This is an optimization exercise on Yosys and OpenROAD, whose aim is small area and few clock cycles per item, not a production implementation.
At most, simulation tests tie the RTL to the original design; equivalence was not proved.

==> inputs of v10 <==
==> flow/design.v <==
module pcx_top (
	clk,
	rst_l,
	spc0_pcx_req_pq,
	spc0_pcx_atom_pq,
	spc0_pcx_data_pa,
	spc1_pcx_req_pq,
	spc1_pcx_atom_pq,
	spc1_pcx_data_pa,
	spc2_pcx_req_pq,
	spc2_pcx_atom_pq,
	spc2_pcx_data_pa,
	spc3_pcx_req_pq,
	spc3_pcx_atom_pq,
	spc3_pcx_data_pa,
	spc4_pcx_req_pq,
	spc4_pcx_atom_pq,
	spc4_pcx_data_pa,
	spc5_pcx_req_pq,
	spc5_pcx_atom_pq,
	spc5_pcx_data_pa,
	spc6_pcx_req_pq,
	spc6_pcx_atom_pq,
	spc6_pcx_data_pa,
	spc7_pcx_req_pq,
	spc7_pcx_atom_pq,
	spc7_pcx_data_pa,
	sctag0_pcx_stall_pq,
	sctag1_pcx_stall_pq,
	sctag2_pcx_stall_pq,
	sctag3_pcx_stall_pq,
	io_pcx_stall_pq,
	pcx_spc0_grant_px,
	pcx_spc1_grant_px,
	pcx_spc2_grant_px,
	pcx_spc3_grant_px,
	pcx_spc4_grant_px,
	pcx_spc5_grant_px,
	pcx_spc6_grant_px,
	pcx_spc7_grant_px,
	pcx_sctag0_data_rdy_px1,
	pcx_sctag0_atm_px1,
	pcx_sctag0_data_px2,
	pcx_sctag1_data_rdy_px1,
	pcx_sctag1_atm_px1,
	pcx_sctag1_data_px2,
	pcx_sctag2_data_rdy_px1,
	pcx_sctag2_atm_px1,
	pcx_sctag2_data_px2,
	pcx_sctag3_data_rdy_px1,
	pcx_sctag3_atm_px1,
	pcx_sctag3_data_px2,
	pcx_fpio_data_rdy_px2,
	pcx_fpio_data_px2,
	pcx_io_data_rdy_px2,
	pcx_io_data_px2
);
input clk;
input rst_l;
input [4:0] spc0_pcx_req_pq;
input spc0_pcx_atom_pq;
input [123:0] spc0_pcx_data_pa;
input [4:0] spc1_pcx_req_pq;
input spc1_pcx_atom_pq;
input [123:0] spc1_pcx_data_pa;
input [4:0] spc2_pcx_req_pq;
input spc2_pcx_atom_pq;
input [123:0] spc2_pcx_data_pa;
input [4:0] spc3_pcx_req_pq;
input spc3_pcx_atom_pq;
input [123:0] spc3_pcx_data_pa;
input [4:0] spc4_pcx_req_pq;
input spc4_pcx_atom_pq;
input [123:0] spc4_pcx_data_pa;
input [4:0] spc5_pcx_req_pq;
input spc5_pcx_atom_pq;
input [123:0] spc5_pcx_data_pa;
input [4:0] spc6_pcx_req_pq;
input spc6_pcx_atom_pq;
input [123:0] spc6_pcx_data_pa;
input [4:0] spc7_pcx_req_pq;
input spc7_pcx_atom_pq;
input [123:0] spc7_pcx_data_pa;
input sctag0_pcx_stall_pq;
input sctag1_pcx_stall_pq;
input sctag2_pcx_stall_pq;
input sctag3_pcx_stall_pq;
input io_pcx_stall_pq;
output [4:0] pcx_spc0_grant_px;
output [4:0] pcx_spc1_grant_px;
output [4:0] pcx_spc2_grant_px;
output [4:0] pcx_spc3_grant_px;
output [4:0] pcx_spc4_grant_px;
output [4:0] pcx_spc5_grant_px;
output [4:0] pcx_spc6_grant_px;
output [4:0] pcx_spc7_grant_px;
output pcx_sctag0_data_rdy_px1;
output pcx_sctag0_atm_px1;
output [123:0] pcx_sctag0_data_px2;
output pcx_sctag1_data_rdy_px1;
output pcx_sctag1_atm_px1;
output [123:0] pcx_sctag1_data_px2;
output pcx_sctag2_data_rdy_px1;
output pcx_sctag2_atm_px1;
output [123:0] pcx_sctag2_data_px2;
output pcx_sctag3_data_rdy_px1;
output pcx_sctag3_atm_px1;
output [123:0] pcx_sctag3_data_px2;
output pcx_fpio_data_rdy_px2;
output [123:0] pcx_fpio_data_px2;
output pcx_io_data_rdy_px2;
output [123:0] pcx_io_data_px2;
localparam NS = 8;
localparam ND = 5;
localparam W  = 124;
wire [NS*5-1:0] req_in = {spc7_pcx_req_pq, spc6_pcx_req_pq, spc5_pcx_req_pq, spc4_pcx_req_pq,
                          spc3_pcx_req_pq, spc2_pcx_req_pq, spc1_pcx_req_pq, spc0_pcx_req_pq};
wire [NS-1:0]   atom_in = {spc7_pcx_atom_pq, spc6_pcx_atom_pq, spc5_pcx_atom_pq, spc4_pcx_atom_pq,
                           spc3_pcx_atom_pq, spc2_pcx_atom_pq, spc1_pcx_atom_pq, spc0_pcx_atom_pq};
wire [NS*W-1:0] din = {spc7_pcx_data_pa, spc6_pcx_data_pa, spc5_pcx_data_pa, spc4_pcx_data_pa,
                       spc3_pcx_data_pa, spc2_pcx_data_pa, spc1_pcx_data_pa, spc0_pcx_data_pa};
wire [ND-1:0]   stall_in = {io_pcx_stall_pq, sctag3_pcx_stall_pq, sctag2_pcx_stall_pq,
                            sctag1_pcx_stall_pq, sctag0_pcx_stall_pq};
reg  [NS*ND-1:0] rp;         
reg  [NS*ND-1:0] c1;         
reg  [NS*ND-1:0] c2;
reg  [NS*ND-1:0] af;         
wire [NS*ND-1:0] wp = rp ^ c1;    
wire [NS*ND-1:0] sel;        
wire [NS*ND-1:0] gnt;        
reg  [NS*ND-1:0] w1;         
reg  [NS-1:0]    w1s;
reg  [NS-1:0]    w1a;        
reg  [NS*ND-1:0] w2;         
reg  [NS-1:0]    w2s;
wire [NS*ND*W*2-1:0] ent;    
wire [ND*W-1:0]  dout;       
wire [ND-1:0]    rdy_b, atm_b, rdy_f;
wire [NS*3-1:0]  gsum;
genvar s, t, d;
generate
  for (s = 0; s < NS; s = s + 1) begin : src
    wire [ND-1:0] rq = req_in[s*5 +: 5];
    wire [ND-1:0] gs = gnt[s*ND +: ND];
    assign gsum[s*3 +: 3] = gs[0] + gs[1] + gs[2] + gs[3] + gs[4];
    always @(posedge clk) begin
      w1[s*ND +: ND] <= rq;
      w1s[s] <= |(rq & wp[s*ND +: ND]);
      w1a[s] <= atom_in[s];
      w2[s*ND +: ND] <= w1a[s] ? w1[s*ND +: ND] : {ND{1'b0}};
      w2s[s] <= ~w1s[s];
    end
    for (d = 0; d < ND; d = d + 1) begin : dst
      localparam integer I = s*ND + d;
      wire r  = rq[d];
      wire a  = atom_in[s];
      wire g  = sel[I];
      wire [1:0] cnt   = {c2[I], c1[I]};
      wire [1:0] cnt_n = cnt - {1'b0, g} + (r ? (a ? 2'd2 : 2'd1) : 2'd0);
      always @(posedge clk or negedge rst_l)
        if (!rst_l) begin
          rp[I] <= 1'b0; c1[I] <= 1'b0; c2[I] <= 1'b0;
        end else begin
          c1[I] <= cnt_n[0];
          c2[I] <= cnt_n[1];
          if (g) rp[I] <= ~rp[I];
        end
      always @(posedge clk)
        if (r)      af[I] <= a & ~g;
        else if (g) af[I] <= 1'b0;
      wire we0 = (w1[I] & ~w1s[s]) | (w2[I] & ~w2s[s]);
      wire we1 = (w1[I] &  w1s[s]) | (w2[I] &  w2s[s]);
      reg [W-1:0] e0, e1;
      always @(posedge clk) begin
        if (we0) e0 <= din[s*W +: W];
        if (we1) e1 <= din[s*W +: W];
      end
      assign ent[(I*2+0)*W +: W] = e0;
      assign ent[(I*2+1)*W +: W] = e1;
    end
  end
  wire [NS*NS-1:0] le;       
  for (s = 0; s < NS; s = s + 1) begin : lsf
    assign le[s*NS+s] = 1'b1;
    for (t = s + 1; t < NS; t = t + 1) begin : pr
      reg  signed [2:0] df;
      wire signed [4:0] nx = df + $signed({2'b00, gsum[s*3 +: 3]}) - $signed({2'b00, gsum[t*3 +: 3]});
      always @(posedge clk or negedge rst_l)
        if (!rst_l)           df <= 3'sd0;
        else if (nx > 5'sd3)  df <= 3'sd3;
        else if (nx < -5'sd3) df <= -3'sd3;
        else                  df <= nx[2:0];
      assign le[s*NS+t] = (df <= 3'sd0);
      assign le[t*NS+s] = (df >= 3'sd0);
    end
  end
  for (d = 0; d < ND; d = d + 1) begin : arb
    wire [NS-1:0] avail;     
    wire [NS-1:0] afh;       
    wire [NS-1:0] rph;       
    for (s = 0; s < NS; s = s + 1) begin : col
      wire booked = c1[s*ND+d] | c2[s*ND+d];
      assign avail[s] = booked | req_in[s*5+d];
      assign rph[s]   = rp[s*ND+d];
      assign afh[s]   = booked ? af[s*ND+d] : atom_in[s];
    end
    reg  [NS-1:0] lockv;     
    reg  [NS-1:0] last;      
    wire [NS-1:0] elig = stall_in[d] ? {NS{1'b0}} : ((|lockv) ? lockv : avail);
    wire [NS-1:0] least;
    for (s = 0; s < NS; s = s + 1) begin : lst
      assign least[s] = elig[s] & &(le[s*NS +: NS] | ~elig);
    end
    wire [NS-1:0] e2 = (|least) ? least : elig;
    wire [NS-1:0] hi = e2 & ~(({last[NS-2:0],1'b0}) - 1'b1) & ~last;
    wire [NS-1:0] pick_hi = hi & (~hi + 1'b1);
    wire [NS-1:0] pick_lo = e2 & (~e2 + 1'b1);
    wire [NS-1:0] win = (|hi) ? pick_hi : pick_lo;
    for (s = 0; s < NS; s = s + 1) begin : gn
      assign sel[s*ND+d] = win[s];
    end
    wire any = |win;
    wire watm = |(win & afh);
    wire wslot = |(win & rph);
    wire [2:0] wsrc = {|(win & 8'hf0), |(win & 8'hcc), |(win & 8'haa)};
    reg  [NS-1:0] g1;
    reg  v2, a2, v3;
    reg  [2:0] src1, src2;
    reg  sl1, sl2, a1;
    reg  [NS*2-1:0] osel;
    always @(posedge clk or negedge rst_l)
      if (!rst_l) begin
        lockv <= {NS{1'b0}};
        last  <= {{(NS-1){1'b0}}, 1'b1};
        g1 <= {NS{1'b0}};
        v2 <= 1'b0; v3 <= 1'b0;
      end else begin
        if (any) begin
          lockv <= watm ? win : {NS{1'b0}};
          last  <= win;
        end
        g1 <= win;
        v2 <= |g1;
        v3 <= v2;
      end
    always @(posedge clk) begin
      src1 <= wsrc; sl1 <= wslot; a1 <= watm;
      src2 <= src1; sl2 <= sl1;   a2 <= a1;
    end
    for (s = 0; s < NS; s = s + 1) begin : dec
      always @(posedge clk) begin
        osel[s*2+0] <= (src2 == s) & ~sl2;
        osel[s*2+1] <= (src2 == s) &  sl2;
      end
      assign gnt[s*ND+d] = g1[s];
    end
    wire [(NS*2+1)*W-1:0] acc;
    assign acc[W-1:0] = {W{1'b0}};
    for (s = 0; s < NS*2; s = s + 1) begin : orr
      assign acc[(s+1)*W +: W] = acc[s*W +: W] | ({W{osel[s]}} & ent[((s/2)*ND*2 + d*2 + (s%2))*W +: W]);
    end
    assign dout[d*W +: W] = acc[NS*2*W +: W];
    assign rdy_b[d] = v2;
    assign atm_b[d] = a2;
    assign rdy_f[d] = v3;
  end
endgenerate
assign {pcx_spc7_grant_px, pcx_spc6_grant_px, pcx_spc5_grant_px, pcx_spc4_grant_px,
        pcx_spc3_grant_px, pcx_spc2_grant_px, pcx_spc1_grant_px, pcx_spc0_grant_px} = gnt;
assign pcx_sctag0_data_rdy_px1 = rdy_b[0];
assign pcx_sctag1_data_rdy_px1 = rdy_b[1];
assign pcx_sctag2_data_rdy_px1 = rdy_b[2];
assign pcx_sctag3_data_rdy_px1 = rdy_b[3];
assign pcx_sctag0_atm_px1 = atm_b[0];
assign pcx_sctag1_atm_px1 = atm_b[1];
assign pcx_sctag2_atm_px1 = atm_b[2];
assign pcx_sctag3_atm_px1 = atm_b[3];
assign pcx_sctag0_data_px2 = dout[0*W +: W];
assign pcx_sctag1_data_px2 = dout[1*W +: W];
assign pcx_sctag2_data_px2 = dout[2*W +: W];
assign pcx_sctag3_data_px2 = dout[3*W +: W];
assign pcx_fpio_data_rdy_px2 = rdy_f[4];
assign pcx_io_data_rdy_px2   = rdy_f[4];
assign pcx_fpio_data_px2 = dout[4*W +: W];
assign pcx_io_data_px2   = dout[4*W +: W];
endmodule
==> flow/run.sh <==
#!/bin/bash
# synth_recipe.tcl (not shown) runs the flow's synth.tcl, then flattens the netlist and writes it again
# the make line also repeats each setting of config.mk as NAME=value (left out here)
make -C /OpenROAD-flow-scripts/flow DESIGN_CONFIG=/design/flow/config.mk WORK_HOME=/design/flow/orfs CLKGATE_MAP_FILE= SYNTH_SCRIPT=/design/flow/synth_recipe.tcl finish
==> flow/config.mk <==
export PLATFORM = sky130hd
export DESIGN_NAME = pcx_top
export DESIGN_NICKNAME = pcx_top
export VERILOG_FILES = /design/flow/design.v
export SDC_FILE = /design/flow/constraint.sdc
export NUM_CORES = 8
export LEC_CHECK = 0
export CAP_MARGIN = 30
export CORE_MARGIN = 2
export CORE_UTILIZATION = 40
export SLEW_MARGIN = 50
==> flow/constraint.sdc <==
create_clock -name core_clock -period 5.5 [get_ports {clk}]
set_input_delay 1.1000 -clock core_clock [delete_from_list [all_inputs] [get_ports {clk}]]
set_output_delay 1.1000 -clock core_clock [all_outputs]
set_load 0.01 [all_outputs]
==> v18: changes against v10 <==
==> flow/design.v, changed modules only <==
module pcx_top (
	clk,
	rst_l,
	spc0_pcx_req_pq,
	spc0_pcx_atom_pq,
	spc0_pcx_data_pa,
	spc1_pcx_req_pq,
	spc1_pcx_atom_pq,
	spc1_pcx_data_pa,
	spc2_pcx_req_pq,
	spc2_pcx_atom_pq,
	spc2_pcx_data_pa,
	spc3_pcx_req_pq,
	spc3_pcx_atom_pq,
	spc3_pcx_data_pa,
	spc4_pcx_req_pq,
	spc4_pcx_atom_pq,
	spc4_pcx_data_pa,
	spc5_pcx_req_pq,
	spc5_pcx_atom_pq,
	spc5_pcx_data_pa,
	spc6_pcx_req_pq,
	spc6_pcx_atom_pq,
	spc6_pcx_data_pa,
	spc7_pcx_req_pq,
	spc7_pcx_atom_pq,
	spc7_pcx_data_pa,
	sctag0_pcx_stall_pq,
	sctag1_pcx_stall_pq,
	sctag2_pcx_stall_pq,
	sctag3_pcx_stall_pq,
	io_pcx_stall_pq,
	pcx_spc0_grant_px,
	pcx_spc1_grant_px,
	pcx_spc2_grant_px,
	pcx_spc3_grant_px,
	pcx_spc4_grant_px,
	pcx_spc5_grant_px,
	pcx_spc6_grant_px,
	pcx_spc7_grant_px,
	pcx_sctag0_data_rdy_px1,
	pcx_sctag0_atm_px1,
	pcx_sctag0_data_px2,
	pcx_sctag1_data_rdy_px1,
	pcx_sctag1_atm_px1,
	pcx_sctag1_data_px2,
	pcx_sctag2_data_rdy_px1,
	pcx_sctag2_atm_px1,
	pcx_sctag2_data_px2,
	pcx_sctag3_data_rdy_px1,
	pcx_sctag3_atm_px1,
	pcx_sctag3_data_px2,
	pcx_fpio_data_rdy_px2,
	pcx_fpio_data_px2,
	pcx_io_data_rdy_px2,
	pcx_io_data_px2
);
input clk;
input rst_l;
input [4:0] spc0_pcx_req_pq;
input spc0_pcx_atom_pq;
input [123:0] spc0_pcx_data_pa;
input [4:0] spc1_pcx_req_pq;
input spc1_pcx_atom_pq;
input [123:0] spc1_pcx_data_pa;
input [4:0] spc2_pcx_req_pq;
input spc2_pcx_atom_pq;
input [123:0] spc2_pcx_data_pa;
input [4:0] spc3_pcx_req_pq;
input spc3_pcx_atom_pq;
input [123:0] spc3_pcx_data_pa;
input [4:0] spc4_pcx_req_pq;
input spc4_pcx_atom_pq;
input [123:0] spc4_pcx_data_pa;
input [4:0] spc5_pcx_req_pq;
input spc5_pcx_atom_pq;
input [123:0] spc5_pcx_data_pa;
input [4:0] spc6_pcx_req_pq;
input spc6_pcx_atom_pq;
input [123:0] spc6_pcx_data_pa;
input [4:0] spc7_pcx_req_pq;
input spc7_pcx_atom_pq;
input [123:0] spc7_pcx_data_pa;
input sctag0_pcx_stall_pq;
input sctag1_pcx_stall_pq;
input sctag2_pcx_stall_pq;
input sctag3_pcx_stall_pq;
input io_pcx_stall_pq;
output [4:0] pcx_spc0_grant_px;
output [4:0] pcx_spc1_grant_px;
output [4:0] pcx_spc2_grant_px;
output [4:0] pcx_spc3_grant_px;
output [4:0] pcx_spc4_grant_px;
output [4:0] pcx_spc5_grant_px;
output [4:0] pcx_spc6_grant_px;
output [4:0] pcx_spc7_grant_px;
output pcx_sctag0_data_rdy_px1;
output pcx_sctag0_atm_px1;
output [123:0] pcx_sctag0_data_px2;
output pcx_sctag1_data_rdy_px1;
output pcx_sctag1_atm_px1;
output [123:0] pcx_sctag1_data_px2;
output pcx_sctag2_data_rdy_px1;
output pcx_sctag2_atm_px1;
output [123:0] pcx_sctag2_data_px2;
output pcx_sctag3_data_rdy_px1;
output pcx_sctag3_atm_px1;
output [123:0] pcx_sctag3_data_px2;
output pcx_fpio_data_rdy_px2;
output [123:0] pcx_fpio_data_px2;
output pcx_io_data_rdy_px2;
output [123:0] pcx_io_data_px2;
localparam NS = 8;
localparam ND = 5;
localparam W  = 124;
localparam CW = 5;   
wire [NS*5-1:0] req_in = {spc7_pcx_req_pq, spc6_pcx_req_pq, spc5_pcx_req_pq, spc4_pcx_req_pq,
                          spc3_pcx_req_pq, spc2_pcx_req_pq, spc1_pcx_req_pq, spc0_pcx_req_pq};
wire [NS-1:0]   atom_in = {spc7_pcx_atom_pq, spc6_pcx_atom_pq, spc5_pcx_atom_pq, spc4_pcx_atom_pq,
                           spc3_pcx_atom_pq, spc2_pcx_atom_pq, spc1_pcx_atom_pq, spc0_pcx_atom_pq};
wire [NS*W-1:0] din = {spc7_pcx_data_pa, spc6_pcx_data_pa, spc5_pcx_data_pa, spc4_pcx_data_pa,
                       spc3_pcx_data_pa, spc2_pcx_data_pa, spc1_pcx_data_pa, spc0_pcx_data_pa};
wire [ND-1:0]   stall_in = {io_pcx_stall_pq, sctag3_pcx_stall_pq, sctag2_pcx_stall_pq,
                            sctag1_pcx_stall_pq, sctag0_pcx_stall_pq};
reg [ND-1:0] stall_r;
always @(posedge clk)
  stall_r <= stall_in;
reg  [NS*ND-1:0] rp;         
reg  [NS*ND-1:0] c1;         
reg  [NS*ND-1:0] c2;
reg  [NS*ND-1:0] af;         
wire [NS*ND-1:0] wp = rp ^ c1;    
wire [NS*ND-1:0] sel;        
wire [NS*ND-1:0] gnt;        
reg  [NS*ND-1:0] w1;
reg  [NS-1:0]    w1s;
reg  [NS-1:0]    w1a;
wire [NS*ND*W*2-1:0] ent;    
wire [ND*W-1:0]  dout;       
wire [ND-1:0]    rdy_b, atm_b, rdy_f;
wire [NS-1:0]    anyreq;     
genvar s, t, d;
generate
  for (s = 0; s < NS; s = s + 1) begin : src
    wire [ND-1:0] rq = req_in[s*5 +: 5];
    assign anyreq[s] = |rq;
    always @(posedge clk)
      if (w1a[s]) begin
        w1s[s] <= ~w1s[s];
        w1a[s] <= 1'b0;
      end else begin
        w1[s*ND +: ND] <= rq;
        w1s[s] <= |(rq & wp[s*ND +: ND]);
        w1a[s] <= atom_in[s] & |rq;
      end
    for (d = 0; d < ND; d = d + 1) begin : dst
      localparam integer I = s*ND + d;
      wire r  = rq[d];
      wire a  = atom_in[s];
      wire g  = sel[I];
      wire [1:0] cnt   = {c2[I], c1[I]};
      wire [1:0] cnt_n = cnt - {1'b0, g} + (r ? (a ? 2'd2 : 2'd1) : 2'd0);
      always @(posedge clk or negedge rst_l)
        if (!rst_l) begin
          rp[I] <= 1'b0; c1[I] <= 1'b0; c2[I] <= 1'b0;
        end else begin
          c1[I] <= cnt_n[0];
          c2[I] <= cnt_n[1];
          if (g) rp[I] <= ~rp[I];
        end
      always @(posedge clk)
        if (r)      af[I] <= a & ~g;
        else if (g) af[I] <= 1'b0;
      wire we0 = w1[I] & ~w1s[s];
      wire we1 = w1[I] &  w1s[s];
      reg [W-1:0] e0, e1;
      always @(posedge clk) begin
        if (we0) e0 <= din[s*W +: W];
        if (we1) e1 <= din[s*W +: W];
      end
      assign ent[(I*2+0)*W +: W] = e0;
      assign ent[(I*2+1)*W +: W] = e1;
    end
  end
  wire idle = ~|{c1, c2, anyreq};
  wire [NS-1:0] top;
  wire [NS*CW-1:0] rc;
  for (s = 0; s < NS; s = s + 1) begin : lsf
    reg [CW-1:0] n;
    always @(posedge clk or negedge rst_l)
      if (!rst_l)
        n <= {CW{1'b0}};
      else if (idle)
        n <= {CW{1'b0}};
      else
        n <= {n[CW-1] & ~&top, n[CW-2:0]} + {{(CW-1){1'b0}}, anyreq[s] & ~&n};
    assign top[s] = n[CW-1];
    assign rc[s*CW +: CW] = n;
  end
  wire [NS*NS-1:0] le;
  for (s = 0; s < NS; s = s + 1) begin : cmp
    for (t = 0; t < NS; t = t + 1) begin : pr
      if (t == s) begin : eq
        assign le[s*NS+t] = 1'b1;
      end else begin : ne
        reg r;
        always @(posedge clk) r <= rc[s*CW +: CW] <= rc[t*CW +: CW];
        assign le[s*NS+t] = r;
      end
    end
  end
  for (d = 0; d < ND; d = d + 1) begin : arb
    wire [NS-1:0] avail;     
    wire [NS-1:0] afh;       
    wire [NS-1:0] rph;       
    for (s = 0; s < NS; s = s + 1) begin : col
      wire booked = c1[s*ND+d] | c2[s*ND+d];
      assign avail[s] = booked | req_in[s*5+d];
      assign rph[s]   = rp[s*ND+d];
      assign afh[s]   = booked ? af[s*ND+d] : atom_in[s];
    end
    reg  [2:0] src1;         
    reg  lock;               
    reg  v1, sl1;
    wire [NS-1:0] last = 8'd1 << src1;
    wire [NS-1:0] elig = stall_r[d] ? {NS{1'b0}} : (lock ? last : avail);
    wire [NS-1:0] least;
    for (s = 0; s < NS; s = s + 1) begin : lst
      assign least[s] = elig[s] & &(le[s*NS +: NS] | ~elig);
    end
    reg  [3:0] fc;
    reg  [2:0] rrp;
    wire fair = &fc & ~lock;
    wire [NS-1:0] e2 = (fair | ~|least) ? elig : least;
    wire [NS-1:0] rrbase = 8'd1 << (fair ? rrp : src1);
    wire [NS-1:0] above = ~((rrbase << 1) - 1'b1);
    wire [NS-1:0] hi = e2 & above;
    wire [NS-1:0] pick_hi = hi & (~hi + 1'b1);
    wire [NS-1:0] pick_lo = e2 & (~e2 + 1'b1);
    wire [NS-1:0] win = (|hi) ? pick_hi : pick_lo;
    for (s = 0; s < NS; s = s + 1) begin : gn
      assign sel[s*ND+d] = win[s];
    end
    wire any = |win;
    wire watm = |(win & afh);
    wire wslot = |(win & rph);
    wire [2:0] wsrc = {|(win & 8'hf0), |(win & 8'hcc), |(win & 8'haa)};
    reg  v2;
    reg  [NS*2-1:0] osel;
    always @(posedge clk or negedge rst_l)
      if (!rst_l) begin
        src1 <= 3'd0; lock <= 1'b0;
        fc <= 4'd0; rrp <= 3'd0;
        v1 <= 1'b0; v2 <= 1'b0;
      end else begin
        if (any) begin
          src1 <= wsrc;
          lock <= watm;
        end
        if (any & ~lock) fc <= fc + 4'd1;
        if (any & fair) rrp <= wsrc;
        v1 <= any;
        v2 <= v1;
      end
    always @(posedge clk)
      sl1 <= wslot;
    for (s = 0; s < NS; s = s + 1) begin : dec
      always @(posedge clk) begin
        osel[s*2+0] <= (src1 == s) & ~sl1;
        osel[s*2+1] <= (src1 == s) &  sl1;
      end
      assign gnt[s*ND+d] = v1 & (src1 == s);
    end
    wire [(NS*2+1)*W-1:0] acc;
    assign acc[W-1:0] = {W{1'b0}};
    for (s = 0; s < NS*2; s = s + 1) begin : orr
      assign acc[(s+1)*W +: W] = acc[s*W +: W] | ({W{osel[s]}} & ent[((s/2)*ND*2 + d*2 + (s%2))*W +: W]);
    end
    assign dout[d*W +: W] = acc[NS*2*W +: W];
    assign rdy_b[d] = v1;
    assign atm_b[d] = lock;
    assign rdy_f[d] = v2;
  end
endgenerate
assign {pcx_spc7_grant_px, pcx_spc6_grant_px, pcx_spc5_grant_px, pcx_spc4_grant_px,
        pcx_spc3_grant_px, pcx_spc2_grant_px, pcx_spc1_grant_px, pcx_spc0_grant_px} = gnt;
assign pcx_sctag0_data_rdy_px1 = rdy_b[0];
assign pcx_sctag1_data_rdy_px1 = rdy_b[1];
assign pcx_sctag2_data_rdy_px1 = rdy_b[2];
assign pcx_sctag3_data_rdy_px1 = rdy_b[3];
assign pcx_sctag0_atm_px1 = atm_b[0];
assign pcx_sctag1_atm_px1 = atm_b[1];
assign pcx_sctag2_atm_px1 = atm_b[2];
assign pcx_sctag3_atm_px1 = atm_b[3];
assign pcx_sctag0_data_px2 = dout[0*W +: W];
assign pcx_sctag1_data_px2 = dout[1*W +: W];
assign pcx_sctag2_data_px2 = dout[2*W +: W];
assign pcx_sctag3_data_px2 = dout[3*W +: W];
assign pcx_fpio_data_rdy_px2 = rdy_f[4];
assign pcx_io_data_rdy_px2   = rdy_f[4];
assign pcx_fpio_data_px2 = dout[4*W +: W];
assign pcx_io_data_px2   = dout[4*W +: W];
endmodule
==> flow/flow/run.sh (new file) <==
#!/bin/bash
# Own flow: the standard layout (standard.sh, unchanged synthesis), with
# two layout choices the flow settings cannot express:
#   * the port buffers are sky130_fd_sc_hd__buf_2 instead of the default
#     delay cell (every input and output port still gets its own buffer);
#   * clock tree synthesis without dummy loads, with larger sink clusters.
# Each tool's full output stays in orfs/logs/; make's own output in make.log.
set -euo pipefail
bash standard.sh \
  "BUFFER_PORTS_ARGS=-buffer_cell sky130_fd_sc_hd__buf_2" \
  "CTS_ARGS=-sink_clustering_enable -repair_clock_nets -sink_clustering_size 30 -sink_clustering_max_diameter 80 -dont_use_dummy_load" \
  finish > make.log 2>&1
==> flow/standard.sh (new file) <==
#!/bin/bash
# synth_recipe.tcl (not shown) runs the flow's synth.tcl, then flattens the netlist and writes it again
# the make line also repeats each setting of config.mk as NAME=value (left out here)
make -C /OpenROAD-flow-scripts/flow DESIGN_CONFIG=/design/flow/config.mk WORK_HOME=/design/flow/orfs CLKGATE_MAP_FILE= SYNTH_SCRIPT=/design/flow/synth_recipe.tcl "${@:-finish}"
--- a/flow/config.mk
+++ b/flow/config.mk
@@ -8,4 +8,4 @@
 export CAP_MARGIN = 30
 export CORE_MARGIN = 2
-export CORE_UTILIZATION = 40
+export CORE_UTILIZATION = 60
 export SLEW_MARGIN = 50
removed: flow/run.sh
==> impl_metrics.json <==
{
  "status": "finished with violations",
  "violations": "negative setup slack",
  "setup_viol": 5,
  "fin_ws_ps": -86.2,
  "net-switching-power_mw": 124,
  "min_path_cells": 0,
  "critPathMaxStageDelay_ps": 880,
  "synth-xor-area-share": 0.00676,
  "p_leak_nw": 160
}
The numbers above come from v10.

==> impl_metrics.json <==
{
  "status": "finished with violations",
  "violations": "antenna violations, negative setup slack",
  "setup_viol": 1,
  "ant_nets": 1,
  "fin_ws_ps": -0.532,
  "net-switching-power_mw": 113,
  "synth-xor-area-share": 0.00566,
  "min_path_cells": 1,
  "p_leak_nw": 141
}
The numbers above come from v18.

Testbench counts of v18, summed over its fixed seeds: cycles 3,825, packets 13,484.
Only the layout flow was run in v10; the RTL was not checked for function there.

==> what the ideal ports hide <==
Ports are ideal in the flow. The routed layouts listed here were re-timed in OpenROAD.
Step 1 assumes that a clkbuf_16 drives the clock port and a buf_2 every other input.
Step 2 also shifts input and output timing later by t, the mid clock arrival at the registers, as if the neighbouring blocks saw the same clock.
Slacks: no drivers / after step 1 / after step 2; pairs: no drivers / after step 1.
run | shift t [ns] | setup slack, ns | hold WS [ns] | clock arrival spread, ns | worst register clock-pin slew, ns
v10 | 1.261 | -0.086 / -0.228 / -0.403 | 0.264 / 0.255 / 0.264 | 0.170 / 0.170 | 0.08 / 0.08
v18 | 1.293 | -0.001 / -0.166 / -0.181 | 0.091 / -0.050 / 0.392 | 0.189 / 0.189 | 0.12 / 0.12
For v10, which loses most, drivers alone change the setup slack by -0.142 ns; drivers and shift together by -0.317 ns.
